This design comes from an exercise in tuning for small area, a short achievable clock period and few clock cycles per item on the open sky130 flow, not from production work. At most, simulation tests tie the RTL to the original design; equivalence was not proved. Only the layout flow was run in runs 5 to 7; the RTL was not checked for function there.

## flow/run.sh

```bash
#!/bin/bash
# synth_recipe.tcl (not shown) runs the flow's synth.tcl, then flattens the netlist and writes it again
# the make line also repeats each setting of config.mk as NAME=value (left out here)
make -C /OpenROAD-flow-scripts/flow DESIGN_CONFIG=/design/flow/config.mk WORK_HOME=/design/flow/orfs CLKGATE_MAP_FILE= SYNTH_SCRIPT=/design/flow/synth_recipe.tcl finish
```

## flow/constraint.sdc

```tcl
create_clock -name core_clock -period 11.0 [get_ports {clk}]
set_input_delay 2.2000 -clock core_clock [delete_from_list [all_inputs] [get_ports {clk}]]
set_output_delay 2.2000 -clock core_clock [all_outputs]
set_load 0.01 [all_outputs]
```

## flow/config.mk

```make
export PLATFORM = sky130hd
export DESIGN_NAME = sw
export DESIGN_NICKNAME = sw
export VERILOG_FILES = /design/flow/design.v
export SDC_FILE = /design/flow/constraint.sdc
export NUM_CORES = 4
export LEC_CHECK = 0
export CAP_MARGIN = 20
export CORE_MARGIN = 2
export CORE_UTILIZATION = 40
export SLEW_MARGIN = 20
```

## flow/design.v

```verilog
module ge #(parameter W = 8, parameter K = 0) (a, b, out);
  input  [W-1:0] a, b;
  output         out;
  function automatic cout16(input [15:0] g, input [15:0] p, input cin);
    reg [15:0] gg, pp;
    integer l, i;
    begin
      gg = g; pp = p;
      for (l = 1; l < 16; l = l * 2)
        for (i = 0; i < 16; i = i + 2 * l) begin
          gg[i+2*l-1] = gg[i+2*l-1] | (pp[i+2*l-1] & gg[i+l-1]);
          pp[i+2*l-1] = pp[i+2*l-1] & pp[i+l-1];
        end
      cout16 = gg[15] | (pp[15] & cin);
    end
  endfunction
  generate
    if (K == 0) begin : k0
      wire [15:0] g = {{(16-W){1'b0}}, a & ~b};
      wire [15:0] p = {{(16-W){1'b1}}, a | ~b};
      assign out = cout16(g, p, 1'b1);
    end else begin : k4
      wire [W:0] x = {1'b0, a};
      wire [W:0] y = {1'b1, ~b};
      wire [W:0] k = 5;
      wire [W:0]   s  = x ^ y ^ k;
      wire [W+1:0] cc = {(x & y) | (k & (x | y)), 1'b0};
      wire [15:0] g = {{(15-W){1'b0}}, s & cc[W:0]};
      wire [15:0] p = {{(15-W){1'b1}}, s | cc[W:0]};
      assign out = cc[W+1] | cout16(g, p, 1'b0);
    end
  endgenerate
endmodule
module PE #(parameter J = 1) (
  input        clk,
  input        load,       
  input  [1:0] t_in,       
  input  [1:0] s_port,     
  input  [8:0] v_in,       
  input  [8:0] e_in,       
  input  [8:0] r_in,       
  output [8:0] v_out,
  output [8:0] e_out,
  output [8:0] r_out,
  output [8:0] d_reg,      
  output [8:0] f_reg       
);
  localparam W  = (J <= 1) ? 4 : (J <= 3) ? 5 : (J <= 7) ? 6 : (J <= 15) ? 7 : (J <= 31) ? 8 : 9;
  localparam WI = (J <= 2) ? 4 : (J <= 4) ? 5 : (J <= 8) ? 6 : (J <= 16) ? 7 : (J <= 32) ? 8 : 9;
  function automatic [8:0] subsat(input [8:0] x, input integer k);
    reg [8:0] y;
    reg       lt;
    integer   n;
    begin
      lt = (x < k);
      y  = x;
      subsat = lt ? 9'd0 : (x - k[8:0]);
    end
  endfunction
  reg  [1:0]    s;
  reg  [W-1:0]  d, f, eo, vo;
  reg  [WI-1:0] ro;
  wire [W-1:0]  vi = (J == 1) ? {W{1'b0}} : v_in[W-1:0];
  wire [W-1:0]  e  = (J == 1) ? {W{1'b0}} : e_in[W-1:0];
  wire [WI-1:0] ri = (J == 1) ? {WI{1'b0}} : r_in[WI-1:0];
  wire [WI-1:0] vr = (J == 1) ? {WI{1'b0}} : v_in[WI-1:0];
  wire c_de, c_df, c_ef, c_e4d, c_e4f, c_f4d, c_f4e, c_r;
  ge #(W, 0) g_de (.a(d), .b(e), .out(c_de));
  ge #(W, 0) g_df (.a(d), .b(f), .out(c_df));
  ge #(W, 0) g_ef (.a(e), .b(f), .out(c_ef));
  ge #(W, 4) g_e4d(.a(e), .b(d), .out(c_e4d));
  ge #(W, 4) g_e4f(.a(e), .b(f), .out(c_e4f));
  ge #(W, 4) g_f4d(.a(f), .b(d), .out(c_f4d));
  ge #(W, 4) g_f4e(.a(f), .b(e), .out(c_f4e));
  ge #(WI, 0) g_r (.a(ri), .b(vr), .out(c_r));
  wire sel_d = c_de & c_df;
  wire sel_e = ~c_de & c_ef;
  wire sel_f = ~c_df & ~c_ef;
  wire [W-1:0] v = ({W{sel_d}} & d) | ({W{sel_e}} & e) | ({W{sel_f}} & f);
  wire [W-1:0] e3 = subsat(e, 3);
  wire [W-1:0] f3 = subsat(f, 3);
  wire [W-1:0] d7 = subsat(d, 7);
  wire [W-1:0] e7 = subsat(e, 7);
  wire [W-1:0] f7 = subsat(f, 7);
  wire keep_e = c_e4d & c_e4f;
  wire keep_f = c_f4d & c_f4e;
  wire [W-1:0] en = keep_e ? e3 : (c_df ? d7 : f7);
  wire [W-1:0] fn = keep_f ? f3 : (c_de ? d7 : e7);
  wire          m  = (t_in == s);
  wire [W-1:0]  dn = m ? vi + 4'd8 : subsat(vi, 5);
  wire [WI-1:0] rn = c_r ? ri : vr;
  always @(posedge clk) begin
    if (load) begin
      s <= s_port;
      d <= (t_in == s_port) ? 4'd8 : 4'd0;
      f <= {W{1'b0}};
    end else begin
      d <= dn;
      f <= fn;
    end
    eo <= en;
    vo <= v;
    ro <= rn;
  end
  assign v_out  = vo;
  assign e_out  = eo;
  assign r_out  = ro;
  assign d_reg  = d;
  assign f_reg  = f;
endmodule
module PE_array #(parameter N = 32) (
  input        clk,
  input        rst,
  input        valid,       
  input  [1:0] data_s,
  input  [1:0] data_t,
  output       act_last,    
  output       done_last,   
  output [8:0] r_last,      
  output [8:0] vin_last,    
  output [8:0] e_last,      
  output [8:0] d_last,      
  output [8:0] f_last       
);
  reg  [N:1] vr;
  wire [N:0] vr_w = {vr, valid};
  reg  [1:0] tp [1:N-1];
  wire [1:0] tw [0:N-1];
  wire [8:0] vw [0:N];
  wire [8:0] ew [0:N];
  wire [8:0] rw [0:N];
  wire [8:0] dr [1:N];
  wire [8:0] fr [1:N];
  assign tw[0] = data_t;
  assign vw[0] = 9'd0;
  assign ew[0] = 9'd0;
  assign rw[0] = 9'd0;
  always @(posedge clk or posedge rst) begin
    if (rst) vr <= {N{1'b0}};
    else     vr <= vr_w[N-1:0];
  end
  genvar j;
  generate
    for (j = 1; j <= N-1; j = j + 1) begin : tpipe
      always @(posedge clk) tp[j] <= tw[j-1];
      assign tw[j] = tp[j];
    end
    for (j = 1; j <= N; j = j + 1) begin : pe
      PE #(.J(j)) u (
        .clk(clk),
        .load(vr_w[j-1] & ~vr_w[j]),
        .t_in(tw[j-1]),
        .s_port(data_s),
        .v_in(vw[j-1]), .e_in(ew[j-1]), .r_in(rw[j-1]),
        .v_out(vw[j]), .e_out(ew[j]), .r_out(rw[j]),
        .d_reg(dr[j]), .f_reg(fr[j])
      );
    end
  endgenerate
  assign act_last  = vr[N];
  assign done_last = vr[N] & ~vr[N-1];
  assign r_last    = rw[N-1];
  assign vin_last  = vw[N-1];
  assign e_last    = ew[N-1];
  assign d_last    = dr[N];
  assign f_last    = fr[N];
endmodule
module sw(
    clk,
    reset,
    valid,
    data_s,
    data_t,
    finish,
    max
);
input  clk;
input  reset;
input  valid;
input  [1:0] data_t, data_s;
output finish;
output [11:0] max;
parameter PE_LENGTH = 32;
wire       act_last, done_last;
wire [8:0] r_last, vin_last, e_last, d_last, f_last;
PE_array #(.N(PE_LENGTH)) pe_array(
    .clk(clk),
    .rst(reset),
    .valid(valid),
    .data_s(data_s),
    .data_t(data_t),
    .act_last(act_last),
    .done_last(done_last),
    .r_last(r_last),
    .vin_last(vin_last),
    .e_last(e_last),
    .d_last(d_last),
    .f_last(f_last)
);
reg  [8:0] best, best_out;
reg        fin;
wire [8:0] x [0:5];
assign x[0] = best;
assign x[1] = r_last;
assign x[2] = vin_last;
assign x[3] = d_last;
assign x[4] = e_last;
assign x[5] = f_last;
wire [5:0] c [0:5];    
wire [5:0] win;
reg  [8:0] m6;
genvar gi, gj;
generate
  for (gi = 0; gi < 6; gi = gi + 1) begin : cmp_i
    for (gj = 0; gj < 6; gj = gj + 1) begin : cmp_j
      if (gi < gj) begin : lt
        ge #(9, 0) u (.a(x[gi]), .b(x[gj]), .out(c[gi][gj]));
      end else begin : nlt
        assign c[gi][gj] = 1'b0;
      end
    end
  end
endgenerate
integer i, j;
reg w;
reg [5:0] win_r;
always @(*) begin
  for (i = 0; i < 6; i = i + 1) begin
    w = 1'b1;
    for (j = 0; j < 6; j = j + 1) begin
      if (j > i) w = w & c[i][j];
      if (j < i) w = w & ~c[j][i];
    end
    win_r[i] = w;
  end
  m6 = 9'd0;
  for (i = 0; i < 6; i = i + 1)
    m6 = m6 | ({9{win_r[i]}} & x[i]);
end
always @(posedge clk or posedge reset) begin
    if (reset) begin
        best     <= 9'd0;
        best_out <= 9'd0;
        fin      <= 1'b0;
    end else begin
        if (act_last) begin
            best     <= m6;
            best_out <= m6;
        end
        if (done_last) fin <= 1'b1;
    end
end
assign finish = fin;
assign max    = {3'd0, best_out};
endmodule
```

==> metrics list, run 1 <==
- The number of buffers and inverters on the critical path is 1.
* Top Metal Used: met5
- Number of global-route vias before repair: 87500
- Wire segments on met3 add up to 14100 µm in the final route.
- Using the TritonRoute via totals, the vias-per-cell ratio works out to 5.53.
* Post-Synthesis Cell Area: roughly 0.11 mm²
* Worst Path Max Fanout: 12
- Detailed-route DRC error count: 0
* Period Utilization, post-route: 39.4%
- The final-report max-slew violation count is 0.
* Die area: about 0.27 mm²
- The detailed router put a total of 140000 µm of wire on met1.
- Gates resized during post-CTS repair numbered 0.
- Final design area excluding fillers: 0.115 mm²
- Traced cell by cell, the critical path runs through clkdlybuf4s50_1.
- Placed Area: 0.110 mm²
- Data arrives at the worst endpoint at approximately 2.1 ns.
* Slowest stage delay, CP: 0.67 ns
- After the last flow step, the layout net total stands at 14400.
* Pin count of the biggest net entering global routing: 44
* Slew margin rel.: between 20% and 30%
- The first detailed-routing pass took 9 iterations.
- Max-cap check violation count: 0
* Average size of a mapped cell: between 8 and 9 µm²
- During I/O placement, the number of pins put on the boundary was 20.
- Measured along the x axis, the die boundary spans a little over 500 µm.
- The filler cells instantiated in the layout total 26600.
* Cell accounting for the most synthesized area: dfxtp_1
- The H-tree was split into 4 levels.
* Post-CTS repair timing setup buffer count: 0
- Across the routed clock network, the largest skew measured is 0.0416 ns.
- Die Ht: between 500 and 600 µm
- Area used by sequential logic in the layout: 0.0266 mm²
- Summed over all nets, the half-perimeter wirelength after detailed placement is 223000 µm.
* DRT Wirelength: 294000 µm
- Final Hold Viols: 0
- At the worst endpoint, the required time is slightly below 9 ns.
* Area inside the core boundary: 0.265 mm²
- Setup repair after global routing left no endpoint under its margin.
* Post-Route Hold Slack: 0.370 ns
- Mapped Cells: about 13000
- Across all register-to-register paths, the minimum setup slack is ~7 ns.
- Post-detailed-route wirelength per cell: 17.6 µm
- Worst setup EP type: output pin
- Area share of the leading cell type in the synthesized netlist: roughly 22%
* Main flop type after synthesis: dfxtp_1
- After clock tree synthesis, the clock-pin slew on the worst setup and hold paths is roughly 0.060 ns.
- Overall Global Routing Usage: 21.0%
* Worst Setup Path Type: flop to output pin
- For this run, asynchronously set or reset flops after synthesis account for 3.27%.
* Area added between synthesis and finish: 8.29%
* Antenna Nets Post-Route: 0
* Vias: 92200
* Register bit total from synthesis: 1285
- The number of hold buffers added after CTS was 0.
* Most common cell after layout, fill and taps aside: inv_1
- Number of flops mapped to enable cells by yosys: 64
- Number of DRC markers in iteration 0: 7254
* Sum of overflow across all layers after global routing: 0
- Yosys printed 48 warnings.
- Pin slew with the least headroom to its limit: 1.17 ns
- Most frequent cells in the layout: inv_1, ha_1, dfxtp_1
- Final weighted congestion of routability-driven global placement: between 0.9 and 1
* Cell at the root of the clock tree: clkbuf_16
- Number of antenna violations at the first check in global routing: 3
- Summing all multi-input logic gate instances after layout gives roughly 0.073 mm².
- The routed design uses ~130000 µm of met2 wire.
* Setup TNS: 0 ns
- Flip-flop count of the largest register, all copies and words added: between 200 and 250
- Top post-synthesis cells by area: dfxtp_1, ha_1, inv_1
- Counting along the longest clock path gives a buffer depth of 3.
- For this design, the slowest cell found on the critical path is dfrtp_1.
- The tightest min-delay check is of the flop to flop type.
- The initial utilization of the core area, before any placement, comes to 40.2%.
* Count of final setup violators: 0
- Yosys mapped the design onto between 100 and 150 distinct sky130hd cell types.
* Final core utilization: 43.5%
* First-pass GRT wire length: about 470000 µm
* Clock buffers created by TritonCTS: 154
* Sequential fraction of the synthesis area: 25.0%
- Result of the run: no timing/DRC/antenna violations
- Core Rows: 189
- Kind of start point of the critical path: flop
* Clock sink count: 1285
* Delay-heaviest family, CP: flip-flops
- Highest clock frequency the design can meet: 231 MHz
- Of the cells placed in the final design, the portion with a size suffix greater than 1 is 6.43%.
* Clock tree from TritonCTS: built
- After layout, the minimum clock period comes to about 4.3 ns.
- The later pin in the worst-skew pair is clocked with a latency of 0.82 ns.
- Buffers on Ports: 16
## cell usage after synthesis, types with 97 or more instances
| master | instances |
|---|---|
| o21ai_0 | 524 |
| o21bai_1 | 135 |
| maj3_2 | 100 |
| nor2b_1 | 124 |
| inv_1 | 1426 |
| mux2_2 | 183 |
| maj3_1 | 305 |
| mux2i_1 | 481 |
| xnor2_1 | 481 |
| ha_1 | 1363 |
| and3_1 | 105 |
| nand2_1 | 957 |
| a21oi_1 | 1064 |
| nor2_1 | 1024 |
| dfxtp_1 | 1179 |
| nand2b_1 | 238 |
| nand3_1 | 333 |
| a221o_1 | 200 |
| a211oi_1 | 97 |
| o31ai_1 | 99 |
| o22ai_1 | 174 |
| and2_1 | 104 |
| clkbuf_1 | 344 |
| nor3_1 | 573 |
| a31oi_1 | 154 |
## final timing paths
kind                                              from                      to  depth (start not counted)
max in group asynchronous                        reset          pe_array.vr[6]                          3
worst max-delay path                       best_out[4]                  max[4]                          1
worst min-delay path                   pe_array.vr[11]         pe_array.vr[12]                          0
worst max register to register  pe_array.pe[10].u.f[2]  pe_array.pe[10].u.f[5]                         11
worst min register to register         pe_array.vr[11]         pe_array.vr[12]                          0
min in group asynchronous                        reset         pe_array.vr[24]                          2
## metal layers
metal  global-route usage [%]  vias to the layer above
li1                         -                    46500
met1                     29.2                    42800
met2                     34.4                     2427
met3                     2.24                      442
met4                     5.30                        2
met5                        0                        -
## cell type report
cell class,instances,area share [%]
Timing Repair Buffer,73,0.506
Tap cell,3533,3.83
Multi-Input combinational cell,10000,63.2
Inverter,1452,4.73
Sequential cell,1285,23.0
Clock buffer,212,3.85
Antenna cell,2,0.00434
Clock inverter,76,0.875
## metrics by stage
| stage | cells | worst slack [ns] |
|---|---|---|
| after floorplan | 13200 | 7.63 |
| after global placement | 16400 | 7.02 |
| after CTS | 16700 | 6.61 |
| final | 16700 | 6.66 |
| after global routing | 16700 | 6.60 |
| after detailed placement | 16400 | 7.04 |
## cell families after synthesis
kind of cell | after synthesis | synth area share (%)
AOI/OAI and AO/OA | 3198 | 19.9
xor gates and xnor gates | 558 | 4.59
other | 1 | 0.00352
adders and majority gates | 1768 | 19.9
muxes | 727 | 7.25
DFF | 1285 | 25.0
buffers and inverters | 1867 | 6.70
and+or+nand+nor | 3785 | 16.7
Testbench counts, summed over its fixed seeds: cycles 24,576, jobs 384.
==> run 2, diff against run 1 <==
==> flow/flow/run.sh (new file) <==
#!/bin/bash
# The standard layout, with port buffers of a fixed, stronger cell
# (buffer_ports otherwise picks a slow delay buffer for every port).
set -euo pipefail
export BUFFER_PORTS_ARGS="-buffer_cell sky130_fd_sc_hd__buf_4"
bash standard.sh > standard.log 2>&1
==> flow/standard.sh (new file) <==
#!/bin/bash
# synth_recipe.tcl (not shown) runs the flow's synth.tcl, then flattens the netlist and writes it again
# the make line also repeats each setting of config.mk as NAME=value (left out here)
make -C /OpenROAD-flow-scripts/flow DESIGN_CONFIG=/design/flow/config.mk WORK_HOME=/design/flow/orfs CLKGATE_MAP_FILE= SYNTH_SCRIPT=/design/flow/synth_recipe.tcl "${@:-finish}"
removed: flow/run.sh
==> run 2 against run 1 <==
Against the previous run:
- still clean on timing, DRC and antenna
- via count is 0.46% higher
- critical path depth stayed put
- cell count hardly changed
- register-to-register slack better by 0.10 ns
- critical path type unchanged
==> metrics list, run 2 <==
* Data arrival time of the worst path: 1.70 ns
- Clock tree from TritonCTS: built
- The first detailed-routing pass ran for 6 iterations.
- The most used flip-flop cell after synthesis is dfxtp_1.
* Core Rows: 189
* Wire length on met1: 138000 µm
- Summing all non-filler instances in the final layout gives an area of 0.115 mm².
- For this run the aggregate overflow at the end of global routing stands at 0.
* WP data required: between 8 and 9 ns
- The die covers 0.270 mm².
- During I/O placement, the number of pins put on the boundary was 20.
* Worst setup EP type: output pin
- In the final routed layout, each cell accounts on average for 17.7 µm.
* Result of the run: no timing/DRC/antenna violations
- Setup total negative slack on the finished layout was measured at 0 ns.
- The core region is 0.265 mm².
* Worst Path Max Fanout: 12
- Clock slew at the register clock pins of the worst setup and hold paths: 0.06 ns
- Number of flops mapped to enable cells by yosys: 64
- The tool flagged a number of max-cap violations equal to 0.
- The layout has 26700 filler cells.
* Final Hold Viols: 0
* Width of the die: 520 µm
- Met3 Wirelength: roughly 14000 µm
* Die Ht: 520 µm
- The multi-input combinational cells in the finished layout cover a total of 0.0728 mm².
- Area share of the leading cell type in the synthesized netlist: between 20% and 30%
- Average size of a mapped cell: a little over 8 µm²
- The congestion estimate from routability-driven global placement came to 0.932.
* Buffers on Ports: 16
* Count of final setup violators: 0
- Starting density of the core: 40.2%
* Pin count of the biggest net entering global routing: 48
* Post-detail-place hpwl: 224000 µm
- Detailed-route DRC error count: 0
* Post-Synthesis Cell Area: 0.106 mm²
- In the final design database the tool counted 14400 nets.
- In the routed layout, each cell is associated on average with a via count of around 5.6.
* Antenna Nets Post-Route: 0
- The tightest hold path in the finished design has a slack of approximately 0.36 ns.
- Grouping stages by cell kind, the critical path spends the most delay in flip-flops.
- Max clock buf depth: 4
- Slowest stage delay, CP: 0.65 ns
- Critical-path cell with the highest stage delay: dfrtp_1
- In this run, post-CTS hold repair placed 0 buffers.
* Area added between synthesis and finish: 8.16%
- The initial antenna violation count came to 5.
- Setup repair after global routing left no endpoint under its margin.
- Registers take 0.0266 mm².
* Tightest Hold Check Type: flop to flop
- Top cell types by occurrence after synthesis: inv_1, ha_1, dfxtp_1, a21oi_1, nor2_1
- Most common cell in the synthesized netlist: inv_1
- Yosys printed 48 warnings.
- STA classifies the critical path startpoint as a flop.
* Highest clock frequency the design can meet: 256 MHz
- The register with the most flip-flops in the layout has 231 of them.
* Htree depth: 4
- Of the cells placed in the final design, the portion with a size suffix greater than 1 is 6.41%.
* Mapped Cells: ~13000
- After detailed routing, the total wire length is 295000 µm.
- For this run, asynchronously set or reset flops after synthesis account for 3.27%.
- Period Utilization, post-route: 35.5%
- By area the synthesized netlist is led by dfxtp_1, ha_1, inv_1.
* Clk Latency, worst-skew pair: 0.84 ns
* Number of global-route vias before repair: 88600
- Placed Area: 0.110 mm²
* First-pass GRT wire length: 477000 µm
- Most common cell after layout, fill and taps aside: inv_1
- Counting every sink on the clock net gives 1285.
* Post-CTS repair timing setup buffer count: 0
* Overall Global Routing Usage: 21.0%
* Total of cells resized after clock tree synthesis: 0
* Cell accounting for the most synthesized area: dfxtp_1
* Cell at the root of the clock tree: clkbuf_16
- Clock skew on the completed layout was measured at 0.0889 ns.
- At the pin with the least slew margin, the transition time is 1.09 ns.
- Final critical-path required period: 3.90 ns
- The setup path with the least slack is of type flop to output pin.
* Cells traversed along the worst timing path: buf_4
* Number of DRC markers in iteration 0: between 7000 and 8000
- The final-report max-slew violation count was 0.
- Sequential fraction of the synthesis area: between 20% and 30%
* Slew margin rel.: 26.2%
- The synthesized design contains 1285 register bits.
* Clock buffers created by TritonCTS: 164
- Distinct cells, synth: between 100 and 150
* Critical path buffers and inverters: 1
* Top Metal Used: met5
- Most frequent cells in the layout: inv_1, ha_1, dfxtp_1
- Vias: 92600
- Sum of met2 wire segment lengths after detailed routing: 136000 µm
run 2: kinds of logic after synthesis:
kind of cell	share of synthesized area, %
adder cells (fa/ha/maj)	19.9
multiplexers	7.25
AO/OA/AOI/OAI	19.9
XOR/XNOR	4.59
buffers and inverters	6.70
other	0.00352
AND/OR/NAND/NOR	16.7
flip-flops	25.0
run 2: area by class of cell:
type                            instances  share of cell area, %
Clock buffer                          221                   3.96
Multi-Input combinational cell      10000                   63.2
Antenna cell                            5                 0.0109
Sequential cell                      1285                   23.1
Clock inverter                         71                  0.685
Tap cell                             3533                   3.84
Inverter                             1452                   4.73
Timing Repair Buffer                   69                  0.448
run 2: final timing paths:
kind                            slack, ns  cells past startpoint                 endpoint              startpoint
worst max-delay path                 7.10                      1                   max[4]             best_out[4]
worst min-delay path                 0.36                      0       pe_array.tp[14][1]      pe_array.tp[13][1]
worst max register to register       7.29                     11  pe_array.pe[29].u.eo[7]  pe_array.pe[29].u.f[2]
worst min register to register       0.36                      0       pe_array.tp[14][1]      pe_array.tp[13][1]
max in group asynchronous            8.64                      3           pe_array.vr[8]                   reset
min in group asynchronous            1.64                      3          pe_array.vr[22]                   reset
run 2: metrics by stage:
| stage | instances | setup slack (ns) | utilization (%) |
|---|---|---|---|
| 5_1_grt | 16700 | 6.98 | 43.5 |
| 6_report | 16700 | 7.10 | 43.5 |
| 3_5_place_dp | 16400 | 7.11 | 41.4 |
| 3_3_place_gp | 16400 | 7.11 | 41.4 |
| 2_1_floorplan | 13200 | 7.63 | - |
| 4_1_cts | 16700 | 7.03 | 43.5 |
run 2: per-layer routing:
| metal | vias to the layer above | global-route usage, % |
|---|---|---|
| met1 | 43200 | 28.8 |
| li1 | 46500 | - |
| met4 | 4 | 5.74 |
| met2 | 2512 | 34.9 |
| met5 | - | 0 |
| met3 | 493 | 2.03 |
==> run 3, diff against run 2 <==
--- a/flow/design.v
+++ b/flow/design.v
@@ -197,10 +197,10 @@
     .d_last(d_last),
     .f_last(f_last)
 );
-reg  [8:0] best, best_out;
+reg  [8:0] best_n, best_out;    
 reg        fin;
 wire [8:0] x [0:5];
-assign x[0] = best;
+assign x[0] = ~best_n;
 assign x[1] = r_last;
 assign x[2] = vin_last;
 assign x[3] = d_last;
@@ -239,12 +239,12 @@
 end
 always @(posedge clk or posedge reset) begin
     if (reset) begin
-        best     <= 9'd0;
+        best_n   <= 9'h1ff;
         best_out <= 9'd0;
         fin      <= 1'b0;
     end else begin
         if (act_last) begin
-            best     <= m6;
+            best_n   <= ~m6;
             best_out <= m6;
         end
         if (done_last) fin <= 1'b1;
--- a/flow/config.mk
+++ b/flow/config.mk
@@ -8,4 +8,6 @@
 export CAP_MARGIN = 20
 export CORE_MARGIN = 2
 export CORE_UTILIZATION = 40
+export CTS_CLUSTER_DIAMETER = 100
+export CTS_CLUSTER_SIZE = 24
 export SLEW_MARGIN = 20
==> run 3 against run 2 <==
Against the previous run:
- synthesized area rose by 1.5%
- cell area fell by 0.83%
- synthesized cell count rose by 2.4%
- routed wire length rose by 3.5%
- sequential cell count rose by 9
==> metrics list, run 3 <==
* Worst setup margin: 7.32 ns
* CTS Hold Buffers Added: 0
* Net count of the finished layout: roughly 15000
- For this configuration, the core starts out at a cell density of 40.3%.
- The library cell used most frequently in the layout, excluding fill and tap cells, is inv_1.
- Clock latency on the worst-skew pair, taken at its later pin, is about 0.77 ns.
- Die Ht: 524 µm
* Final-report max-slew violation count: 0
- TritonCTS built the clock tree.
* Number of global-route vias before repair: roughly 90000
* Most frequent cells in the layout: inv_1, ha_1, nor2_1
- Core Rows: 190
- Dividing the synthesized area by the synthesized cell count gives 8.00 µm².
- The die covers roughly 0.27 mm².
* Tightest Hold Check Type: flop to flop
- Of all cell types, the one taking the most synthesized area is dfxtp_1.
- Post-CTS timing repair inserted 0 buffers for setup.
- Worst Path Max Fanout: 14
* Cell at the root of the clock tree: clkbuf_16
- Final Hold Viols: 0
* Final weighted congestion of routability-driven global placement: between 0.9 and 1
- Buffers on Ports: 16
- Setup repair after global routing left no endpoint under its margin.
* Fraction of layout cells with a size suffix above 1: around 4.7%
- WP data required: between 10 and 15 ns
* Worst setup EP type: flop
- OpenSTA, run right after detailed placement, puts the worst setup slack at 7.03 ns.
- In this run the count of I/O pins placed on the die edge is 20.
- The floorplan step set the die width to 524 µm.
* Iteration count of the initial detailed-routing pass: 10
* Max-cap check violation count: 0
* Final core utilization: a little over two fifths
* Highest clock frequency the design can meet: 272 MHz
- Count of final setup violators: 0
* Final critical-path required period: between 3 and 4 ns
- Post-Synthesis Cell Area: 0.108 mm²
- Counting every sink on the clock net gives 1294.
- Number of flops mapped to enable cells by yosys: 64
- Period Utilization, post-route: between 30 and 40%
- Sorting the synthesized cells by area gives the leading types as dfxtp_1, ha_1, inv_1.
- The final route contains 95200 vias.
* Overall Global Routing Usage: 21.4%
* Sum of overflow across all layers after global routing: 0
- Setup slack on the worst reg-to-reg path comes out at 7.32 ns.
- Yosys printed 48 warnings.
- Flip-flop count of the largest register, all copies and words added: 231
- Asr flop ratio synth: 3.94%
- The worst pin sits at a relative slew slack of roughly a fifth.
* Total of cells resized after clock tree synthesis: 0
- After detailed routing, the average wire length per cell comes to approximately 18 µm.
- From synthesis to final layout, the design area changed by 5.70%.
- Mapped Cells: 13500
- Setup clock skew after layout: 0.0397 ns
- Pin slew with the least headroom to its limit: 1.20 ns
- The worst setup path is launched from a flop.
* First-pass GRT wire length: 490000 µm
- Area inside the core boundary: 0.268 mm²
- By startpoint and endpoint, the worst setup path is classified as flop to flop.
- Most common cell in the synthesized netlist: inv_1
* Setup TNS: 0 ns
- For this run, the leading register cell type out of synthesis is dfxtp_1.
- Sequential fraction of the synthesis area: 24.8%
- Antenna Nets Post-Route: 0
- Fill cells in the final layout number 27100.
- After detailed routing, the number of remaining DRC violations is 0.
- Number of antenna violations at the first check in global routing: 3
- Clock buffers created by TritonCTS: 82
- Post-detailed-route via-to-cell ratio: roughly 5.7
- Clock slew at the register clock pins of the worst setup and hold paths: about 0.1 ns
- CTS built an H-tree with a depth of 3.
- STA puts the critical path data arrival time at 4.39 ns.
* Max clock buf depth: 3
* Pin count of the biggest net entering global routing: 52
* Top cell types by occurrence after synthesis: inv_1, ha_1, nor2_1, dfxtp_1, a21oi_1
* DRT Wirelength: roughly 310000 µm
* Area share of the leading cell type in the synthesized netlist: 21.8%
* Number of DRC markers in iteration 0: around 7800
- Post-detail-place hpwl: 231000 µm
- Register bit total from synthesis: 1294
- Distinct cells, synth: 102
- The run finished with no timing, DRC or antenna violations.
==> run 3: cell count changes after synthesis, moves of 42 or more <==
cell / before / now
mux2_2: 183 / 246
nor2_1: 1024 / 1197
maj3_2: 100 / 12
nand2_1: 957 / 872
a2111oi_0: 21 / 63
clkbuf_1: 344 / 416
maj3_1: 305 / 245
nor3_1: 573 / 628
a221o_1: 200 / 246
==> run 3: through the flow <==
stage	instances	cell area, µm²	hold slack [ns]
floorplan	13500	108000	0.359
global placement	16700	111000	0.367
detailed placement	16700	111000	0.370
CTS	16800	114000	0.390
global route	16800	114000	0.403
finish	16800	114000	0.388
==> run 3: final cells by class <==
type	count	area, µm²	share of cell area, %
antenna	2	5.00	0.00438
tap	3552	4440	3.89
sequential	1294	26800	23.5
multi-input combinational	10300	74200	65.0
timing repair buffer	67	527	0.461
clock buffer	107	2220	1.94
clock inverter	44	642	0.562
inverter	1424	5350	4.68
==> run 3: critical path, cell delays in order (launching register included) <==
cell	delay, ns
dfxtp_1	0.75
inv_1	0.18
ha_1	0.24
a2111o_1	0.40
o32ai_1	0.59
nor4b_2	0.84
a31oi_1	0.18
o311a_1	0.18
a32o_1	0.26
==> run 3: path summary, 6_finish.rpt <==
path                                           end                    from  cells after the start
worst max-delay path                     best_n[6]  pe_array.pe[32].u.f[6]                      8
worst min-delay path            pe_array.tp[30][0]      pe_array.tp[29][0]                      0
worst max register to register           best_n[6]  pe_array.pe[32].u.f[6]                      8
worst min register to register  pe_array.tp[30][0]      pe_array.tp[29][0]                      0
max in group asynchronous           pe_array.vr[5]                   reset                      3
min in group asynchronous              best_out[1]                   reset                      2
==> run 3: cell families after synthesis <==
family          count (synthesis)  synth area share (%)
simple gates                 4052                  17.8
compound gates               3322                  20.7
buf+inv                      1885                  6.58
fa+ha+maj                    1620                  18.2
flops                        1294                  24.8
mux                           766                  7.42
xor+xnor                      560                  4.54
other cells                     1               0.00347
==> run 3: per-layer routing <==
metal  share of wire (%)  global-route usage, %
met5                   0                      0
met4                 2.6                   5.86
met3                 5.0                   2.18
met2                  46                   36.0
met1                  46                   29.1
Testbench counts of run 3, summed over its fixed seeds: cycles 24,576, jobs 384.
==> run 4, diff against run 3 <==
--- a/flow/config.mk
+++ b/flow/config.mk
@@ -8,6 +8,4 @@
 export CAP_MARGIN = 20
 export CORE_MARGIN = 2
 export CORE_UTILIZATION = 40
-export CTS_CLUSTER_DIAMETER = 100
-export CTS_CLUSTER_SIZE = 24
 export SLEW_MARGIN = 20
==> run 4 against run 3 <==
Against the previous run:
- sequential cell count did not move
- routed wire length rose by 0.76%
- synthesized area did not move
==> metrics list, run 4 <==
* Fill count: between 20000 and 30000
* Ports placed on the boundary: 20
- The tree is rooted in a clkbuf_16.
* Placed Area: 0.111 mm²
* Distinct cells, synth: 102
- The worst setup path is launched from a flop.
* Beginning of the worst hold path: pe_array.tp[29][0]
* Cell accounting for the most synthesized area: dfxtp_1
- At the later pin of the worst-skew pair, clock insertion delay measures approximately 0.85 ns.
- Top post-synthesis cells by area: dfxtp_1, ha_1, inv_1
- Leaving out filler cells and counting taps, the final layout contains 16900.
- Buffers on Ports: 16
- CTS Hold Buffers Added: 0
* Area inside the core boundary: 0.268 mm²
* Sum of overflow across all layers after global routing: 0
- Number of antenna violations at the first check in global routing: 3
* Data arrival time of the worst path: between 4 and 5 ns
* Net count of the finished layout: around 15000
* Sequential fraction of the synthesis area: 24.8%
- The top cell types in the final layout, fill and taps aside, are inv_1, ha_1, nor2_1.
- DRT Wirelength: 308000 µm
- The initial utilization of the core area, before any placement, comes to 40.3%.
- The first global-routing pass estimated slightly below 500000 µm of wire.
- Final core utilization: 43.5%
- After layout, the worst setup slack is 7.29 ns.
- The first TritonRoute pass finished after 9 iterations.
* Final Hold Viols: 0
* Mapped Cells: between 10000 and 15000
- For this run, design rule violations remaining after detail routing come to 0.
- The setup path with the least slack is of type flop to flop.
* Setup clock skew after layout: 0.0480 ns
- The floorplan step set the die height to 524 µm.
- Average size of a mapped cell: 8.00 µm²
- Derived from the worst setup path, the maximum achievable clock frequency is 270 MHz.
* Timing startpoint of the critical path: pe_array.pe[32].u.f[6]
- Post-detail-place hpwl: approximately 230000 µm
- In the synthesized netlist the async set-or-reset flop fraction comes to 3.94%.
- Worst setup EP type: flop
- The worst pin sits at a relative slew slack of between 20% and 30%.
* Core Rows: 190
- Cell count after placement: roughly 17000
* Flip-flop count of the largest register, all copies and words added: roughly 230
- Clock-pin slew was measured on the worst setup and hold paths at approximately 0.06 ns.
- Tightest Hold Check Type: flop to flop
* Post-CTS repair timing setup buffer count: 0
* Post-Route Hold Slack: around 0.36 ns
- Yosys mapped a number of flops with a built-in enable equal to 64.
* Synth Warn #: 48
- Clock tree from TritonCTS: built
- Top cell types by occurrence after synthesis: inv_1, ha_1, nor2_1, dfxtp_1, a21oi_1
- Final weighted congestion of routability-driven global placement: 0.952
- By instance count, the leading cell after synthesis is inv_1.
- Relative to the synthesized area, the layout overhead comes to 7.94%.
- The via count of the first global-routing pass came to 90800.
- In this run, CTS created clock tree buffers numbering 160.
* Overall Global Routing Usage: 21.6%
* Htree depth: 4
* Setup Slack @ Placement: 7.03 ns
- After detailed routing, the average wire length per cell comes to 18.2 µm.
- Counting every sink on the clock net gives 1294.
- Final-report max-slew violation count: 0
- In this run the worst path has a maximum fanout of 14.
- Max-cap check violation count: 0
- Post-detailed-route via-to-cell ratio: between 5 and 6
* Fraction of layout cells with a size suffix above 1: 5.59%
- Register bit total from synthesis: 1294
- The library cell used most frequently in the layout, excluding fill and tap cells, is inv_1.
- The die covers 0.274 mm².
- At the pin with the least slew margin, the transition time is 1.18 ns.
- Gates resized during post-CTS repair numbered 0.
- Final design area excluding fillers: 0.117 mm²
- Launching point of the worst reg2reg path: pe_array.pe[32].u.f[6]
- Detailed routing inserted a total of 95800 vias.
- Main flop type after synthesis: dfxtp_1
- Count of final setup violators: 0
- Period Utilization, post-route: 33.7%
- In this run the cell area of the synthesized design comes to 0.108 mm².
- The share of synthesized area in the top cell type comes to 21.8%.
- Entering global routing, the biggest net connects 52 pins.
* WP data required: roughly 12 ns
- Antenna Nets Post-Route: 0
- Setup TNS: 0 ns
* Max clock buf depth: 4
- Result of the run: no timing/DRC/antenna violations
* Width of the die: 524 µm
- Setup repair after global routing left no endpoint under its margin.
- The first routing iteration left 7850 violations.
- The smallest clock period supported by the final layout is computed as 3.71 ns.
==> run 4: cell counts after synthesis <==
No cell type changed its count.
==> run 4: worst paths after layout <==
check                                          end  slack (ns)  cells past startpoint
worst max-delay path                     best_n[7]        7.29                      8
max in group asynchronous           pe_array.vr[6]        9.01                      3
worst min register to register  pe_array.tp[30][0]        0.36                      0
worst max register to register           best_n[7]        7.29                      8
worst min-delay path            pe_array.tp[30][0]        0.36                      0
min in group asynchronous              best_out[0]        1.33                      2
==> run 4: layer usage <==
metal  share of wire, %  GRT usage [%]  routed length [µm]
met1                 46           29.2              143000
met2                 46           35.9              140000
met3                5.2           2.40               15900
met4                3.0           6.59                9100
met5                  0              0                   0
==> run 4: critical path, cell delays in order (launching register included) <==
cell      delay, ns
dfxtp_1        0.74
inv_1          0.18
ha_1           0.24
a2111o_1       0.40
o32ai_1        0.60
nor4b_2        0.84
a32oi_1        0.21
o2111a_1       0.23
a22o_1         0.19
==> run 4: final cells by class <==
| cell class | count | area, µm² | share of cell area (%) |
|---|---|---|---|
| clock inverter | 77 | 915 | 0.784 |
| inverter | 1424 | 5350 | 4.59 |
| timing repair buffer | 68 | 532 | 0.456 |
| clock buffer | 205 | 4340 | 3.72 |
| antenna | 6 | 15.0 | 0.0129 |
| multi-input combinational | 10300 | 74200 | 63.6 |
| sequential | 1294 | 26800 | 23.0 |
| tap | 3552 | 4440 | 3.81 |
==> run 4: logic make-up after synthesis <==
logic type               synth area share (%)
AND/OR/NAND/NOR                          17.8
flip-flops                               24.8
other                                 0.00347
adder cells (fa/ha/maj)                  18.2
AO/OA/AOI/OAI                            20.7
buffers and inverters                    6.58
multiplexers                             7.42
XOR/XNOR                                 4.54
==> run 5, diff against run 4 <==
--- a/flow/design.v
+++ b/flow/design.v
@@ -20,14 +20,19 @@
       wire [15:0] p = {{(16-W){1'b1}}, a | ~b};
       assign out = cout16(g, p, 1'b1);
     end else begin : k4
-      wire [W:0] x = {1'b0, a};
-      wire [W:0] y = {1'b1, ~b};
-      wire [W:0] k = 5;
-      wire [W:0]   s  = x ^ y ^ k;
-      wire [W+1:0] cc = {(x & y) | (k & (x | y)), 1'b0};
-      wire [15:0] g = {{(15-W){1'b0}}, s & cc[W:0]};
-      wire [15:0] p = {{(15-W){1'b1}}, s | cc[W:0]};
-      assign out = cc[W+1] | cout16(g, p, 1'b0);
+      wire [W-3:0] ah = a[W-1:2], bh = b[W-1:2];
+      wire [15:0] g = {{(18-W){1'b0}}, ah & ~bh};
+      wire [15:0] p = {{(18-W){1'b1}}, ah | ~bh};
+      wire hge = cout16(g, p, 1'b1);
+      reg  [W-3:0] t;
+      integer n;
+      always @(*) begin
+        t[0] = 1'b1;
+        for (n = 1; n < W-2; n = n + 1) t[n] = t[n-1] & ah[n-1];
+      end
+      wire inc = &((ah ^ bh) ~^ t);
+      wire lge = (a[1] & ~b[1]) | ((a[1] | ~b[1]) & (a[0] | ~b[0]));
+      assign out = hge | (inc & lge);
     end
   endgenerate
 endmodule
==> run 5 against run 4 <==
Against the previous run:
- cell area fell by 0.54%
- non-clock buffer count rose by 22
- global-route usage rose by 0.85 points
- maximum frequency rose by 3.4%
- clock-buffer cell count fell by 11
==> metrics list, run 5 <==
* Result of the run: no timing/DRC/antenna violations
- Leaving out fill and tap cells, the most frequent cell in the layout is a21oi_1.
- Number of global-route vias before repair: 93900
- Synth Warn #: 48
- Counting distinct cell types in the post-synthesis netlist gives 99.
- Of the synthesized area, sequential elements account for 24.9%.
- The total overflow left after global routing is 0.
- Die area: between 0.2 and 0.3 mm²
- Number of DRC markers in iteration 0: 9078
- At the pin with the least slew margin, the transition time is 1.10 ns.
* Critical-path cell with the highest stage delay: dfrtp_1
- For the worst-skew pair, the clock arrives at the later sink with an insertion delay of 0.85 ns.
- Summing the areas of all compound-gate instances in the mapped netlist gives between 20 and 25% of the synthesized area.
* Worst setup EP type: output pin
* Area added between synthesis and finish: 7.63%
* Area used by sequential logic in the layout: 0.0268 mm²
- After detailed routing, the met3 layer carries 18500 µm of wire.
- The multi-input combinational cells in the finished layout cover a total of around 0.073 mm².
- Average size of a mapped cell: roughly 7.6 µm²
* Buffers on Ports: 16
- The tree is rooted in a clkbuf_16.
- Top cell types by occurrence after synthesis: a21oi_1, nor2_1, inv_1, dfxtp_1, ha_1
* Post-detail-place hpwl: 238000 µm
- The congestion estimate from routability-driven global placement came to 0.935.
- WP data required: 8.80 ns
* Register bit total from synthesis: 1294
- Data arrival time of the worst path: ~1.4 ns
* Tightest Hold Check Type: flop to flop
* Setup TNS: 0 ns
* Clock tree from TritonCTS: built
* Period Utilization, post-route: 32.6%
* Pin count of the biggest net entering global routing: 40
* Post-Synthesis Cell Area: 0.108 mm²
* Placed Area: between 0.1 and 0.15 mm²
- Summing all non-filler instances in the final layout gives an area of 0.116 mm².
- The tool flagged a number of max-cap violations equal to 0.
- Flip-flop count of the largest register, all copies and words added: 231
- Clock slew at the register clock pins of the worst setup and hold paths: approximately 0.06 ns
- Core Rows: between 150 and 200
* Cell count after placement: ~17000
- Main flop type after synthesis: dfxtp_1
- Vias: about 100k
* Unrepaired setup endpoints after global routing: no
* Cells traversed along the worst timing path: buf_4
* Setup clock skew after layout: 0.0664 ns
- Global routing used between 20% and 30% of the available tracks across all layers.
- Broken down by cell family, the worst path's largest delay share belongs to flip-flops.
* Final core utilization: 43.3%
- The net count of the finished layout is 15000.
* Basic-gate share of the synthesized area counting and, or, nand and nor cells: about a fifth
- The floorplan step set the die height to 523 µm.
- Asr flop ratio synth: under 10%
- Number of antenna violations at the first check in global routing: 3
- After clock tree synthesis, the repair step resized 0 gates.
- For this configuration, the core starts out at a cell density of about two fifths.
- Adder-cell share of the synthesized area: 15.2%
- Setup violations remaining at the end of the flow were counted as 0.
- Slowest stage delay, CP: 0.40 ns
* Post-Route Hold Slack: 0.367 ns
- The portion of synthesized area spent on multiplexers is 3.88%.
- The number of hold violations in the final report came to 0.
- Number of flops mapped to enable cells by yosys: 64
- Top post-synthesis cells by area: dfxtp_1, ha_1, a21oi_1
- Detailed-route DRC error count: 0
- Area share of the leading cell type in the synthesized netlist: 21.9%
* Clock buffers created by TritonCTS: around 160
- Final critical-path required period: ~3.6 ns
- Wire segments on met2 add up to 146000 µm in the final route.
- Timing would allow up to 279 MHz.
- Together, buffers and inverters on the worst path number 1.
- Clock sink count: 1294
- Slew margin rel.: 26.5%
- The final-report max-slew violation count came to 0.
* Antenna Nets Post-Route: 0
- In the post-synthesis netlist, the cell with the most instances is a21oi_1.
- Post-CTS repair timing setup buffer count: 0
- DRT Wirelength: 320000 µm
* Mapped Cells: 14300
* Top Metal Used: met4
* Area inside the core boundary: between 0.2 and 0.3 mm²
- Most frequent cells in the layout: a21oi_1, nor2_1, inv_1
* Wire length on met1: 148000 µm
- The clock tree synthesis step divided the H-tree into 4 levels.
- Fraction of layout cells with a size suffix above 1: 4.43%
- The worst setup path is launched from a flop.
- After Yosys synthesis, XOR and XNOR cells account for 6.74% of the synthesized area.
* Dominant combinational cell family by area after synthesis: compound AO/OA/AOI/OAI gates
* Fill count: 27200
* Max clock buf depth: 4
- CTS Hold Buffers Added: 0
- Worst Path Max Fanout: 2
* First-pass GRT wire length: 512000 µm
- In the final routed layout, each cell accounts on average for 18.3 µm.
- Before antenna repair, the detailed router went through 10 iterations.
- Non-filler instance count after layout: 17500
- Once routing completed, OpenROAD measured the worst setup slack at ~7.4 ns.
- By startpoint and endpoint, the worst setup path is classified as flop to output pin.
- 20 I/O pins were placed.
- Post-detailed-route via-to-cell ratio: 5.72
- Width of the die: 523 µm
- Cell accounting for the most synthesized area: dfxtp_1
- At the placement stage, the worst setup path has a slack of 7.06 ns.
-- run 5: cell type report --
class / instances / share of cell area [%]
well taps: 3552 / 3.83
clock inverters: 88 / 0.914
flip-flops and latches: 1294 / 23.1
diodes: 1 / 0.00216
repair buffers: 90 / 0.582
multi-input cells: 10900 / 63.4
inverters: 1388 / 4.49
clock buffers: 194 / 3.71
-- run 5: path summary, 6_finish.rpt --
kind | endpoint | cells past startpoint | slack (ns) | start
max | max[2] | 1 | 7.41 | best_out[2]
min | pe_array.vr[30] | 0 | 0.37 | pe_array.vr[29]
max reg2reg | best_n[1] | 8 | 7.44 | pe_array.pe[32].u.f[6]
min reg2reg | pe_array.vr[30] | 0 | 0.37 | pe_array.vr[29]
max in group asynchronous | pe_array.vr[29] | 3 | 8.57 | reset
min in group asynchronous | pe_array.vr[2] | 2 | 1.31 | reset
-- run 5: cell families after synthesis --
| family | Yosys count |
|---|---|
| and+or+nand+nor | 4505 |
| AOI/OAI and AO/OA | 3851 |
| buffers and inverters | 2035 |
| adders and majority gates | 1347 |
| DFF | 1294 |
| xor gates and xnor gates | 829 |
| muxes | 399 |
| other | 1 |
-- run 5: per-layer routing --
layer,GRT usage [%],vias up
met3,2.34,574
met2,36.9,3266
met5,0,-
li1,-,49900
met4,6.24,0
met1,31.1,46600
==> run 6, diff against run 5 <==
==> flow/flow/run.sh (replaced) <==
#!/bin/bash
# The standard layout, with two changes to how it is optimised (the SDC, and
# so the clock period and I/O constraints, stay as given):
#  - port buffers of a fixed, stronger cell (buffer_ports otherwise picks a
#    slow delay buffer for every port);
#  - timing repair aims for a setup slack margin of 7.6 ns instead of 0, so
#    the resizer works on the paths that set the achieved period.
set -euo pipefail
export BUFFER_PORTS_ARGS="-buffer_cell sky130_fd_sc_hd__buf_4"
export SETUP_SLACK_MARGIN=7.6
bash standard.sh > standard.log 2>&1
==> run 6 against run 5 <==
Against the previous run:
- still clean
- cell area grew 0.14%
- non-clock buffer count grew 14
- cell count is essentially flat
- sequential share of layout area barely moved
- routed wire length decreased by 0.22%
- via count is essentially flat
- hold slack improved by 0.0059 ns
- die area did not move
- clock skew is 0.034 ns lower
- synthesized cell count unchanged
- first-iteration DRC count rose by 2.7%
- critical path type unchanged
- largest cell class unchanged
==> metrics list, run 6 <==
- The run finished with no timing, DRC or antenna violations.
* Most common cell in the synthesized netlist: a21oi_1
- Max clock buf depth: 3
* Core Rows: 190
* Clock buffers created by TritonCTS: 152
- Post-Synthesis Cell Area: 0.108 mm²
* Antenna Nets Post-Route: 0
* Sum of overflow across all layers after global routing: 0
- The worst setup path is captured at an output pin.
- In this run the horizontal extent of the chip is 523 µm.
- Buffers on Ports: 16
- Setup repair after global routing could not meet its margin everywhere.
- Area added between synthesis and finish: 7.78%
- Cell accounting for the most synthesized area: dfxtp_1
- Worst Path Max Fanout: 2
* Die area: 0.274 mm²
* Slowest stage delay, CP: 0.42 ns
* Launching point of the worst reg2reg path: pe_array.pe[31].u.vo[4]
- Once layout is complete, the utilization of the core stands at 43.4%.
- The critical path goes through buf_6.
- Counting flops with a built-in enable in the synthesized netlist gives between 60 and 70.
* Vias: 100000
- In this run the worst hold path is classified as flop to flop.
- Overall Global Routing Usage: between 20 and 25%
- WP data required: 8.80 ns
- For this design, the slowest cell found on the critical path is dfrtp_1.
- For this run, the number of Yosys warnings is 48.
* Pin slew with the least headroom to its limit: approximately 1.1 ns
* Post-detailed-route wirelength per cell: roughly 18 µm
- Die Ht: between 500 and 600 µm
- The setup check on the worst reg-to-reg path leaves a slack of between 7 and 8 ns.
- The final-report max-slew violation count was 0.
* Highest clock frequency the design can meet: 279 MHz
- Counting flops with an async set or reset pin after synthesis yields a share of 3.94%.
* Post-Route Hold Slack: 0.373 ns
- Average size of a mapped cell: about 7.6 µm²
* Final Hold Viols: 0
- The first routing iteration left between 9000 and 10000 violations.
- Delay-heaviest family, CP: flip-flops
* Setup clock skew after layout: 0.0326 ns
- Once routing completed, OpenROAD measured the worst setup slack at 7.42 ns.
- The top cell types in the final layout, fill and taps aside, are a21oi_1, nor2_1, inv_1.
* Cell at the root of the clock tree: clkbuf_16
- Most common cell after layout, fill and taps aside: a21oi_1
- Area share of the leading cell type in the synthesized netlist: 21.9%
- The synthesized design contains ~1300 register bits.
- Measured in cells, the most critical reg-to-reg path has a length of 9.
* Top cell types by occurrence after synthesis: a21oi_1, nor2_1, inv_1, dfxtp_1, ha_1
- For the worst setup path, the data arrival time is 1.38 ns.
- Beginning of the worst hold path: pe_array.tp[30][0]
- Post-detail-place hpwl: between 200000 and 250000 µm
- Before antenna repair, the detailed router went through 10 iterations.
- The endpoint identified for the worst register-to-register timing path is best_n[2].
* Mapped Cells: 14300
* Slew margin rel.: 25.1%
* Max-cap check violation count: 0
* Clk Latency, worst-skew pair: 0.81 ns
* Hold depth: 0
- Clock slew at the register clock pins of the worst setup and hold paths: around 0.060 ns
- The via count of the first global-routing pass came to 94300.
* Hold Path End: pe_array.tp[31][0]
* First-pass GRT wire length: 512000 µm
- Top post-synthesis cells by area: dfxtp_1, ha_1, a21oi_1
* Final critical-path required period: between 3 and 4 ns
* Fraction of layout cells with a size suffix above 1: 4.63%
- Clock tree from TritonCTS: built
* Ports placed on the boundary: 20
- Sequential fraction of the synthesis area: 24.9%
* Post-detailed-route via-to-cell ratio: 5.72
* Worst Setup Path Type: flop to output pin
- For this run, the leading register cell type out of synthesis is dfxtp_1.
- Area inside the core boundary: 0.268 mm²
- Clock tree synthesis found a total of ~1300 sinks.
- Kind of start point of the critical path: flop
- Number of antenna violations at the first check in global routing: 1
* Distinct cells, synth: just under 100
- Flip-flop count of the largest register, all copies and words added: about 230
- After detailed routing, the number of remaining DRC violations is 0.
* Htree depth: 4
- DRT Wirelength: 320000 µm
- The number of hold buffers added after CTS was 0.
- The congestion estimate from routability-driven global placement came to 0.938.
* Setup Slack @ Placement: 7.11 ns
- Pin count of the biggest net entering global routing: 40
- After layout, the worst path uses between 30% and 40% of the clock period.
- For the final routed database, the setup TNS stands at 0 ns.
* Starting density of the core: 40.2%
- Critical path buffers and inverters: 1
- Setup violations remaining at the end of the flow were counted as 0.
- After the last flow step, the layout net total stands at between 15000 and 20000.
==> run 6: stage by stage <==
stage / instances / area [µm²]
2_1_floorplan: 14300 / 108000
3_3_place_gp: 17300 / 111000
3_5_place_dp: 17300 / 111000
4_1_cts: 17600 / 116000
5_1_grt: 17600 / 116000
6_report: 17600 / 116000
==> run 6: layer usage <==
metal  track usage [%]  wire length, µm  vias up
li1                  -                -    49900
met1              30.5           146000    46500
met2              37.0           146000     3324
met3              2.76            19500      581
met4              6.62             8620        0
met5                 0                0        -
==> run 6: worst max path at each step <==
stage                                   endpoint  cells past startpoint         from  slack (ns)
final                                     max[0]                      1  best_out[0]        7.42
after global routing                      max[1]                      1  best_out[1]        7.36
after CTS                                 max[0]                      1  best_out[0]        7.37
after detailed placement  pe_array.pe[30].u.d[3]                      5    data_s[1]        7.11
after global placement    pe_array.pe[29].u.d[3]                      5    data_s[0]        7.11
after floorplan            pe_array.pe[1].u.d[3]                      5    data_s[1]        7.72
==> run 6: timing repair <==
action | 4_1_cts | 5_1_grt
setup buffers | 7 | 3
pin swaps | 0 | 0
endpoints found under the setup margin | 20 | 121
resized for setup | 15 | 26
==> run 6: cell type report <==
class,count,area (µm²)
diodes,1,2.50
clock inverters,90,1100
multi-input cells,10900,73500
clock buffers,195,4220
flip-flops and latches,1294,26800
fillers,27200,152000
inverters,1388,5210
repair buffers,104,818
well taps,3552,4440
==> run 6: cells by family after synthesis <==
kind of cell / synth area share (%)
compound gates: 22.4
flops: 24.9
buf+inv: 7.10
mux: 3.88
xor+xnor: 6.74
simple gates: 19.8
fa+ha+maj: 15.2
other cells: 0.00348
==> run 7, diff against run 6 <==
--- a/flow/design.v
+++ b/flow/design.v
@@ -52,23 +52,13 @@
 );
   localparam W  = (J <= 1) ? 4 : (J <= 3) ? 5 : (J <= 7) ? 6 : (J <= 15) ? 7 : (J <= 31) ? 8 : 9;
   localparam WI = (J <= 2) ? 4 : (J <= 4) ? 5 : (J <= 8) ? 6 : (J <= 16) ? 7 : (J <= 32) ? 8 : 9;
-  function automatic [8:0] subsat(input [8:0] x, input integer k);
-    reg [8:0] y;
-    reg       lt;
-    integer   n;
-    begin
-      lt = (x < k);
-      y  = x;
-      subsat = lt ? 9'd0 : (x - k[8:0]);
-    end
-  endfunction
   reg  [1:0]    s;
   reg  [W-1:0]  d, f, eo, vo;
   reg  [WI-1:0] ro;
-  wire [W-1:0]  vi = (J == 1) ? {W{1'b0}} : v_in[W-1:0];
-  wire [W-1:0]  e  = (J == 1) ? {W{1'b0}} : e_in[W-1:0];
-  wire [WI-1:0] ri = (J == 1) ? {WI{1'b0}} : r_in[WI-1:0];
-  wire [WI-1:0] vr = (J == 1) ? {WI{1'b0}} : v_in[WI-1:0];
+  wire [W-1:0]  vi = (J == 1) ? 7 : v_in[W-1:0];
+  wire [W-1:0]  e  = (J == 1) ? 0 : e_in[W-1:0];
+  wire [WI-1:0] ri = (J == 1) ? 7 : r_in[WI-1:0];
+  wire [WI-1:0] vr = (J == 1) ? 7 : v_in[WI-1:0];
   wire c_de, c_df, c_ef, c_e4d, c_e4f, c_f4d, c_f4e, c_r;
   ge #(W, 0) g_de (.a(d), .b(e), .out(c_de));
   ge #(W, 0) g_df (.a(d), .b(f), .out(c_df));
@@ -82,22 +72,22 @@
   wire sel_e = ~c_de & c_ef;
   wire sel_f = ~c_df & ~c_ef;
   wire [W-1:0] v = ({W{sel_d}} & d) | ({W{sel_e}} & e) | ({W{sel_f}} & f);
-  wire [W-1:0] e3 = subsat(e, 3);
-  wire [W-1:0] f3 = subsat(f, 3);
-  wire [W-1:0] d7 = subsat(d, 7);
-  wire [W-1:0] e7 = subsat(e, 7);
-  wire [W-1:0] f7 = subsat(f, 7);
+  wire [W-1:0] e3 = e - 2'd3;
+  wire [W-1:0] f3 = f - 2'd3;
+  wire [W-1:0] d7 = d - 3'd7;
+  wire [W-1:0] e7 = e - 3'd7;
+  wire [W-1:0] f7 = f - 3'd7;
   wire keep_e = c_e4d & c_e4f;
   wire keep_f = c_f4d & c_f4e;
   wire [W-1:0] en = keep_e ? e3 : (c_df ? d7 : f7);
   wire [W-1:0] fn = keep_f ? f3 : (c_de ? d7 : e7);
   wire          m  = (t_in == s);
-  wire [W-1:0]  dn = m ? vi + 4'd8 : subsat(vi, 5);
+  wire [W-1:0]  dn = m ? vi + 4'd8 : ((vi > 4'd12) ? vi - 3'd5 : 4'd7);
   wire [WI-1:0] rn = c_r ? ri : vr;
   always @(posedge clk) begin
     if (load) begin
       s <= s_port;
-      d <= (t_in == s_port) ? 4'd8 : 4'd0;
+      d <= (t_in == s_port) ? 4'd15 : 4'd7;
       f <= {W{1'b0}};
     end else begin
       d <= dn;
@@ -107,11 +97,11 @@
     vo <= v;
     ro <= rn;
   end
-  assign v_out  = vo;
-  assign e_out  = eo;
-  assign r_out  = ro;
-  assign d_reg  = d;
-  assign f_reg  = f;
+  assign v_out = vo;
+  assign e_out = eo;
+  assign r_out = ro;
+  assign d_reg = d;
+  assign f_reg = f;
 endmodule
 module PE_array #(parameter N = 32) (
   input        clk,
@@ -137,9 +127,9 @@
   wire [8:0] dr [1:N];
   wire [8:0] fr [1:N];
   assign tw[0] = data_t;
-  assign vw[0] = 9'd0;
+  assign vw[0] = 9'd7;
   assign ew[0] = 9'd0;
-  assign rw[0] = 9'd0;
+  assign rw[0] = 9'd7;
   always @(posedge clk or posedge rst) begin
     if (rst) vr <= {N{1'b0}};
     else     vr <= vr_w[N-1:0];
@@ -202,10 +192,10 @@
     .d_last(d_last),
     .f_last(f_last)
 );
-reg  [8:0] best_n, best_out;    
-reg        fin;
+reg  [8:0] best, best_out;
+reg        fin_n, fin;    
 wire [8:0] x [0:5];
-assign x[0] = ~best_n;
+assign x[0] = best;
 assign x[1] = r_last;
 assign x[2] = vin_last;
 assign x[3] = d_last;
@@ -213,7 +203,7 @@
 assign x[5] = f_last;
 wire [5:0] c [0:5];    
 wire [5:0] win;
-reg  [8:0] m6;
+reg  [8:0] m6, m6u;
 genvar gi, gj;
 generate
   for (gi = 0; gi < 6; gi = gi + 1) begin : cmp_i
@@ -239,21 +229,25 @@
     win_r[i] = w;
   end
   m6 = 9'd0;
-  for (i = 0; i < 6; i = i + 1)
-    m6 = m6 | ({9{win_r[i]}} & x[i]);
+  m6u = 9'd0;
+  for (i = 0; i < 6; i = i + 1) begin
+    m6  = m6  | ({9{win_r[i]}} & x[i]);
+    m6u = m6u | ({9{win_r[i]}} & (x[i] - 9'd7));    
+  end
 end
 always @(posedge clk or posedge reset) begin
     if (reset) begin
-        best_n   <= 9'h1ff;
-        best_out <= 9'd0;
+        best     <= 9'd7;
+        fin_n    <= 1'b1;
         fin      <= 1'b0;
     end else begin
-        if (act_last) begin
-            best_n   <= ~m6;
-            best_out <= m6;
-        end
-        if (done_last) fin <= 1'b1;
-    end
+        if (act_last) best <= m6;
+        fin_n <= ~done_last & fin_n;
+        fin   <= done_last | ~fin_n;
+    end
+end
+always @(posedge clk) begin
+    if (act_last) best_out <= m6u;
 end
 assign finish = fin;
 assign max    = {3'd0, best_out};
--- a/flow/config.mk
+++ b/flow/config.mk
@@ -8,4 +8,6 @@
 export CAP_MARGIN = 20
 export CORE_MARGIN = 2
 export CORE_UTILIZATION = 40
+export CTS_CLUSTER_DIAMETER = 100
+export CTS_CLUSTER_SIZE = 24
 export SLEW_MARGIN = 20
==> run 7 against run 6 <==
Against the previous run:
- clock skew up 0.0088 ns
- cell area down 5.1%
- critical path depth unchanged
- hold slack better by 0.020 ns
- cell count down 8.8%
- core utilization down 0.93 points
- maximum frequency down 4.2%
- synthesized area down 3.1%
- critical endpoint is now max[8]
==> metrics list, run 7 <==
* Clock sink count: 1295
- Clock slew at the register clock pins of the worst setup and hold paths: 0.10 ns
* WP data required: 8.80 ns
- Slew margin rel.: 25.1%
- Distinct cells, synth: 93
- Area share of the leading cell type in the synthesized netlist: 22.6%
* Setup clock skew after layout: 0.0415 ns
- Average size of a mapped cell: 8.10 µm²
- Summing every instance area after synthesis gives 0.104 mm².
- Clk Latency, worst-skew pair: 0.74 ns
* Net count of the finished layout: 13700
* Number of antenna violations at the first check in global routing: 4
* Tightest Hold Check Type: flop to flop
- Result of the run: no timing/DRC/antenna violations
* Count of final setup violators: 0
- Data arrival time of the worst path: 1.54 ns
- The final-report max-slew violation count was 0.
- Most frequent cells in the layout: inv_1, ha_1, dfxtp_1
- Cells traversed along the worst timing path: buf_6
* Starting density of the core: 40.2%
* Cell accounting for the most synthesized area: dfxtp_1
- Derived from the worst setup path, the maximum achievable clock frequency is 268 MHz.
- Top cell types by occurrence after synthesis: inv_1, ha_1, dfxtp_1, xnor2_1, a21oi_1
* Flip-flop count of the largest register, all copies and words added: 231
* Final weighted congestion of routability-driven global placement: 0.936
- The core region is 0.260 mm².
- The die is ~500 µm wide.
* Number of DRC markers in iteration 0: 7735
- The worst setup path is of the flop to output pin kind.
- Overall Global Routing Usage: 22.1%
- The clock tree synthesis step divided the H-tree into 3 levels.
* Critical path buffers and inverters: 1
- Dividing the final minimum period by the clock period gives 34.0%.
- The via count of the first global-routing pass was 86100.
- After synthesis, the cell types taking the most area are dfxtp_1, ha_1, xnor2_1.
- Post-detailed-route via-to-cell ratio: 5.64
- For this block, the routed nets add up to between 300000 and 400000 µm of wire.
* Delay-heaviest family, CP: flip-flops
- STA classifies the critical path endpoint as an output pin.
- Clock buffers created by TritonCTS: 75
* Fraction of layout cells with a size suffix above 1: 4.73%
* Max clock buf depth: 3
* Pin slew with the least headroom to its limit: approximately 1.1 ns
- The pre-antenna-repair detailed-routing pass consisted of 10 iterations.
- Die Ht: 515 µm
* Worst setup margin: just over 7 ns
- Post-detailed-route wirelength per cell: 18.9 µm
* Buffers on Ports: 16
* Antenna Nets Post-Route: 0
- Detailed placement finished with a half-perimeter wire length of roughly 230000 µm.
- The number of hold violations in the final report came to 0.
* Vias: 90300
* Critical-path cell with the highest stage delay: edfxtp_1
- Cell at the root of the clock tree: clkbuf_16
- On the worst path, the slowest cell contributes a delay of 0.59 ns.
* Setup TNS: 0 ns
- Pin count of the biggest net entering global routing: 34
- The sequential cells in the finished layout cover a total of around 0.027 mm².
* Kind of start point of the critical path: flop
- Final critical-path required period: 3.74 ns
- Detailed-route DRC error count: 0
- Area added between synthesis and finish: 5.54%
* Final design area excluding fillers: 0.110 mm²
==> run 7: cell count changes in the layout (fill, tap and decap cells not counted), sizes merged, moves of 82 or more <==
cell,change
a31oi,-160
nor3,-267
mux2i,+135
inv,-82
xnor2,+399
clkbuf,-94
nor2,-347
and3,+125
o21ai,-98
nand3,-138
a21oi,-376
nand2,-227
a211o,+82
==> run 7: metal layers <==
layer	up-vias	global-route usage [%]	routed length [µm]
met5	-	0	13
met4	2	7.53	10100
met3	556	2.26	15000
met2	2666	37.7	143000
met1	42400	28.9	135000
li1	44700	-	-
==> run 7: worst paths after layout <==
kind	start	endpoint	slack (ns)	depth (start not counted)
worst min register to register	pe_array.vr[16]	pe_array.vr[17]	0.39	0
worst max-delay path	best_out[8]	max[8]	7.26	1
max in group asynchronous	reset	best[6]	8.48	3
min in group asynchronous	reset	pe_array.vr[9]	1.39	2
worst max register to register	pe_array.pe[31].u.eo[3]	best_out[2]	7.72	8
worst min-delay path	pe_array.vr[16]	pe_array.vr[17]	0.39	0
==> run 7: area by class of cell <==
type	count	area share (%)
diodes	2	0.00454
well taps	3402	3.86
multi-input cells	9759	64.2
repair buffers	108	0.793
flip-flops and latches	1295	24.4
inverters	1313	4.48
clock buffers	101	1.85
clock inverters	32	0.393
==> run 7: kinds of logic after synthesis <==
| kind of cell | Yosys count | synth area share [%] |
|---|---|---|
| flip-flops | 1295 | 25.7 |
| other | 1 | 0.00359 |
| adder cells (fa/ha/maj) | 1377 | 16.1 |
| buffers and inverters | 1844 | 6.70 |
| XOR/XNOR | 1221 | 10.2 |
| multiplexers | 584 | 5.82 |
| AO/OA/AOI/OAI | 3204 | 20.0 |
| AND/OR/NAND/NOR | 3370 | 15.3 |
==> run 7: what timing repair did <==
item / CTS / global route
endpoints found under the setup margin: 28 / 68
setup buffers: 2 / 1
hold buffers: 0 / 0
gates resized for setup: 22 / 30
pin swaps: 1 / 1
==> run 7: through the flow <==
step	hold WS, ns	cells
2_1_floorplan	0.359	12900
3_3_place_gp	0.378	15900
3_5_place_dp	0.380	15900
4_1_cts	0.394	16000
5_1_grt	0.404	16000
6_report	0.393	16000
==> run 7: worst reg2reg max path: stages (launching register included) <==
cell and delay (ns):
dfxtp_1 0.52, clkinv_1 0.33, a2111oi_0 0.47, o21ai_0 0.19, a21oi_1 0.31, o21ai_1 0.39, nor2_2 0.58, a22oi_1 0.19
o2111ai_1 0.13

## afterwards: timing with drivers on the ports
The flow's constraints put no driver on any port. The routed layouts listed below were extracted and timed again, unchanged, in two steps. Step 1 assumes that a clkbuf_16 drives the clock port and a buf_2 every other input. Step 2 moves the port delays by t, midway between the first and last clock arrival at a register: inputs arrive t later, outputs are due t later. That takes back most of the time a late clock gives input paths. Three values: ideal ports, drivers, drivers and shift; two values: the first two.
run | shift t [ns] | setup WS [ns] | hold slack, ns | pins driven straight from the clock port
run 1 | 0.894 | 6.663 / 6.575 / 7.023 | 0.370 / 0.370 / 0.370 | 1
run 2 | 0.908 | 7.098 / 6.997 / 7.133 | 0.360 / 0.360 / 0.360 | 1
run 3 | 0.838 | 7.318 / 7.318 / 7.046 | 0.388 / 0.388 / 0.388 | 1
run 4 | 0.921 | 7.290 / 7.290 / 7.048 | 0.356 / 0.356 / 0.356 | 1
run 5 | 0.913 | 7.413 / 7.318 / 7.073 | 0.367 / 0.367 / 0.367 | 1
run 6 | 0.885 | 7.420 / 7.332 / 7.099 | 0.373 / 0.373 / 0.373 | 1
run 7 | 0.829 | 7.262 / 7.165 / 6.970 | 0.393 / 0.393 / 0.393 | 1
After both steps every run listed still meets setup and hold. For run 5, which loses most, drivers alone change the setup slack by -0.095 ns; drivers and shift together by -0.340 ns.
